From an optimization exercise on the open Yosys and OpenROAD flow, aimed at small area and a short achievable clock period; shortcuts taken in it are not production practice. In this exercise RTL edits were held to simulation tests only and were not proved equivalent to the original.

the previous run:
## fdiv_stream
module fdiv_stream (
    input wire clk,
    input wire rstn,
    input wire in_valid,
    input wire [31:0] in_x1,
    input wire [31:0] in_x2,
    output reg out_valid,
    output reg [31:0] out_y );
    reg v_q;
    reg [31:0] x1_q;
    reg [31:0] x2_q;
    always @(posedge clk) begin
        if (~rstn) v_q <= 1'b0; else v_q <= in_valid;
        x1_q <= in_x1;
        x2_q <= in_x2;
    end
    wire n_s, n_z;
    wire [24:0] n_a; wire [22:0] n_b;
    wire signed [5:0] n_g;
    wire [8:0] n_e;
    fdiv_norm norm0 (.x1(x1_q), .x2(x2_q), .s(n_s), .z(n_z), .a(n_a), .b(n_b), .g(n_g), .e(n_e));
    wire [26:0] d1_s, d1_c; wire d1_n, d1_1, d1_2;
    fdiv_r4 d1 (.s({2'b00, n_a}), .c(27'd0), .first(1'b1), .b(n_b), .s_o(d1_s), .c_o(d1_c), .qneg(d1_n), .q1(d1_1), .q2(d1_2));
    wire [26:0] d2_s, d2_c; wire d2_n, d2_1, d2_2;
    fdiv_r4 d2 (.s(d1_s), .c(d1_c), .first(1'b0), .b(n_b), .s_o(d2_s), .c_o(d2_c), .qneg(d2_n), .q1(d2_1), .q2(d2_2));
    wire [26:0] d3_s, d3_c; wire d3_n, d3_1, d3_2;
    fdiv_r4 d3 (.s(d2_s), .c(d2_c), .first(1'b0), .b(n_b), .s_o(d3_s), .c_o(d3_c), .qneg(d3_n), .q1(d3_1), .q2(d3_2));
    wire [26:0] d4_s, d4_c; wire d4_n, d4_1, d4_2;
    fdiv_r4 d4 (.s(d3_s), .c(d3_c), .first(1'b0), .b(n_b), .s_o(d4_s), .c_o(d4_c), .qneg(d4_n), .q1(d4_1), .q2(d4_2));
    wire [26:0] d5_s, d5_c; wire d5_n, d5_1, d5_2;
    fdiv_r4 d5 (.s(d4_s), .c(d4_c), .first(1'b0), .b(n_b), .s_o(d5_s), .c_o(d5_c), .qneg(d5_n), .q1(d5_1), .q2(d5_2));
    reg v_1;
    reg s_1;
    reg z_1;
    reg [22:0] b_1;
    reg signed [5:0] g_1;
    reg [8:0] e_1;
    reg [26:0] ws_1;
    reg [26:0] wc_1;
    reg [14:0] qd_1;
    always @(posedge clk) begin
        if (~rstn) v_1 <= 1'b0; else v_1 <= v_q;
        s_1 <= n_s;
        z_1 <= n_z;
        b_1 <= n_b;
        g_1 <= n_g;
        e_1 <= n_e;
        ws_1 <= d5_s;
        wc_1 <= d5_c;
        qd_1 <= {{{{{d1_n, d1_1, d1_2}, d2_n, d2_1, d2_2}, d3_n, d3_1, d3_2}, d4_n, d4_1, d4_2}, d5_n, d5_1, d5_2};
    end
    wire [26:0] d6_s, d6_c; wire d6_n, d6_1, d6_2;
    fdiv_r4 d6 (.s(ws_1), .c(wc_1), .first(1'b0), .b(b_1), .s_o(d6_s), .c_o(d6_c), .qneg(d6_n), .q1(d6_1), .q2(d6_2));
    wire [26:0] d7_s, d7_c; wire d7_n, d7_1, d7_2;
    fdiv_r4 d7 (.s(d6_s), .c(d6_c), .first(1'b0), .b(b_1), .s_o(d7_s), .c_o(d7_c), .qneg(d7_n), .q1(d7_1), .q2(d7_2));
    wire [26:0] d8_s, d8_c; wire d8_n, d8_1, d8_2;
  ...
Size: roughly 320 flip-flops, roughly 31000 sq um of cells after synthesis.
==> flow/config.mk <==
export PLATFORM = sky130hd
export DESIGN_NAME = fdiv_stream
export DESIGN_NICKNAME = fdiv_stream
export VERILOG_FILES = /design/flow/design.v
export SDC_FILE = /design/flow/constraint.sdc
export NUM_CORES = 4
export LEC_CHECK = 0
export CAP_MARGIN = 20
export CORE_MARGIN = 2
export CORE_UTILIZATION = 40
export SLEW_MARGIN = 20
==> flow/constraint.sdc <==
create_clock -name core_clock -period 170.0 [get_ports {clk}]
set_input_delay 34.0000 -clock core_clock [delete_from_list [all_inputs] [get_ports {clk}]]
set_output_delay 34.0000 -clock core_clock [all_outputs]
set_load 0.01 [all_outputs]
standard.sh (not shown) runs the stock make flow with config.mk's settings and CLKGATE_MAP_FILE= SYNTH_SCRIPT=/design/flow/synth_recipe.tcl, a recipe that flattens the netlist after the stock synthesis.
==> flow/flow/run.sh <==
#!/bin/bash
# Layout: the standard flow (standard.sh) with these changes.
# 1. Synthesis: Yosys's synth runs with -noabc, which skips only its generic
#    pre-mapping ABC pass, so the adder extraction sees the full adders with
#    the polarity the RTL writes them in instead of wrapped in inverters.
#    The final ABC mapping to the library uses an area-oriented script
#    (abc_area_map.script below: AIG rewriting with dc2/dch and the amap
#    area mapper, then ORFS's buffering and down-sizing steps) instead of
#    ORFS's delay-oriented abc_speed.script; every stage still has slack at
#    the clock period. The registers and the rest of synthesis are standard.
# 2. Port buffers: buffer_ports still buffers every input and output, with
#    sky130_fd_sc_hd__buf_1 instead of the delay cell it picks by default.
# 3. Clock tree: clkbuf_16 buffers, larger sink clusters, no dummy loads.
set -euo pipefail
cat > abc_area_map.script <<'ABC'
strash
dch -f
amap -m -F 2 -A 8
strash
dc2
dch -f
amap -m -F 2 -A 8
strash
dc2
dch -f
amap -m -F 2 -A 8
strash
dc2
dch -f
amap -m -F 2 -A 8
buffer -c
topo
stime -c
dnsize -c
ABC
{
  echo 'proc synth {args} { yosys synth -nofsm -noshare -noabc {*}$args }'
  echo 'proc abc {args} {'
  echo '  set i [lsearch -exact $args -script]'
  echo "  if {\$i >= 0} { lset args [expr {\$i + 1}] $PWD/abc_area_map.script }"
  echo '  yosys abc {*}$args'
  echo '}'
  tail -n +2 synth_recipe.tcl
} > synth_recipe_custom.tcl
head -1 synth_recipe.tcl | grep -q 'proc synth'
bash standard.sh SYNTH_SCRIPT="$PWD/synth_recipe_custom.tcl" \
  "BUFFER_PORTS_ARGS=-buffer_cell sky130_fd_sc_hd__buf_1" \
  "CTS_ARGS=-sink_clustering_enable -repair_clock_nets -buf_list sky130_fd_sc_hd__clkbuf_16 -sink_clustering_size 30 -sink_clustering_max_diameter 120 -dont_use_dummy_load" \
  finish > standard.log 2>&1
The previous run: PASS, flow complete, no timing, DRC or antenna violations
Setup changes, the previous run to the current run
- PLACE_DENSITY: unset -> 0.75
- CORE_UTILIZATION: 40 -> 60
--- a/flow/flow/run.sh
+++ b/flow/flow/run.sh
@@ -6,5 +6,5 @@
 #    The final ABC mapping to the library uses an area-oriented script
 #    (abc_area_map.script below: AIG rewriting with dc2/dch and the amap
-#    area mapper, then ORFS's buffering and down-sizing steps) instead of
+#    area mapper, then ORFS's usual buffering and sizing steps) instead of
 #    ORFS's delay-oriented abc_speed.script; every stage still has slack at
 #    the clock period. The registers and the rest of synthesis are standard.
@@ -32,4 +32,5 @@
 topo
 stime -c
+upsize -c
 dnsize -c
 ABC
[summary]
The current run: flow completed, timing, DRC and antenna clean. sky130_fd_sc_hd__dfxtp_1 as the cell type of the slowest stage on the worst timing path was reported by the current run, and sky130_fd_sc_hd__o22ai_1 by the previous run. Number of vias in the routed layout | the current run above the previous run. Per the comparison of the current run with the previous run, cell count after placement shows a reduction of about 8%. The current run against the previous run; first-pass GRT wire length is down by a few percent. The previous run → the current run: total detailed-routing wirelength decreased 5.5 mm; fraction of registers with async set or reset after synthesis neither gained nor lost much. Min number of ordinary and repair buffers in the finished layout across the current run and the previous run: the current run.

-- separate check: timing with driven ports --
Ports are ideal in the flow. The routed layouts listed here were re-timed in OpenROAD. Step 1 sets driving cells, clkbuf_16 on the clock port and buf_2 on the other inputs (assumed; they add their load-dependent delay and slew). Step 2 also shifts input and output timing later by t, the mid clock arrival at the registers, as if the neighbouring blocks saw the same clock. Three values: no drivers, after step 1, after step 2; two values: the first two.
run	t (ns)	slack for setup (ns)	hold WS [ns]	slew at the worst register clock pin (ns)	cell pins on the clock port's net
the previous run	0.575	134.816 / 134.816 / 134.816	0.317 / 0.317 / 0.317	0.11 / 0.11	1
the current run	0.559	134.966 / 134.908 / 135.346	0.333 / 0.333 / 0.333	0.11 / 0.11	1
After both steps setup and hold are still met in every run listed.
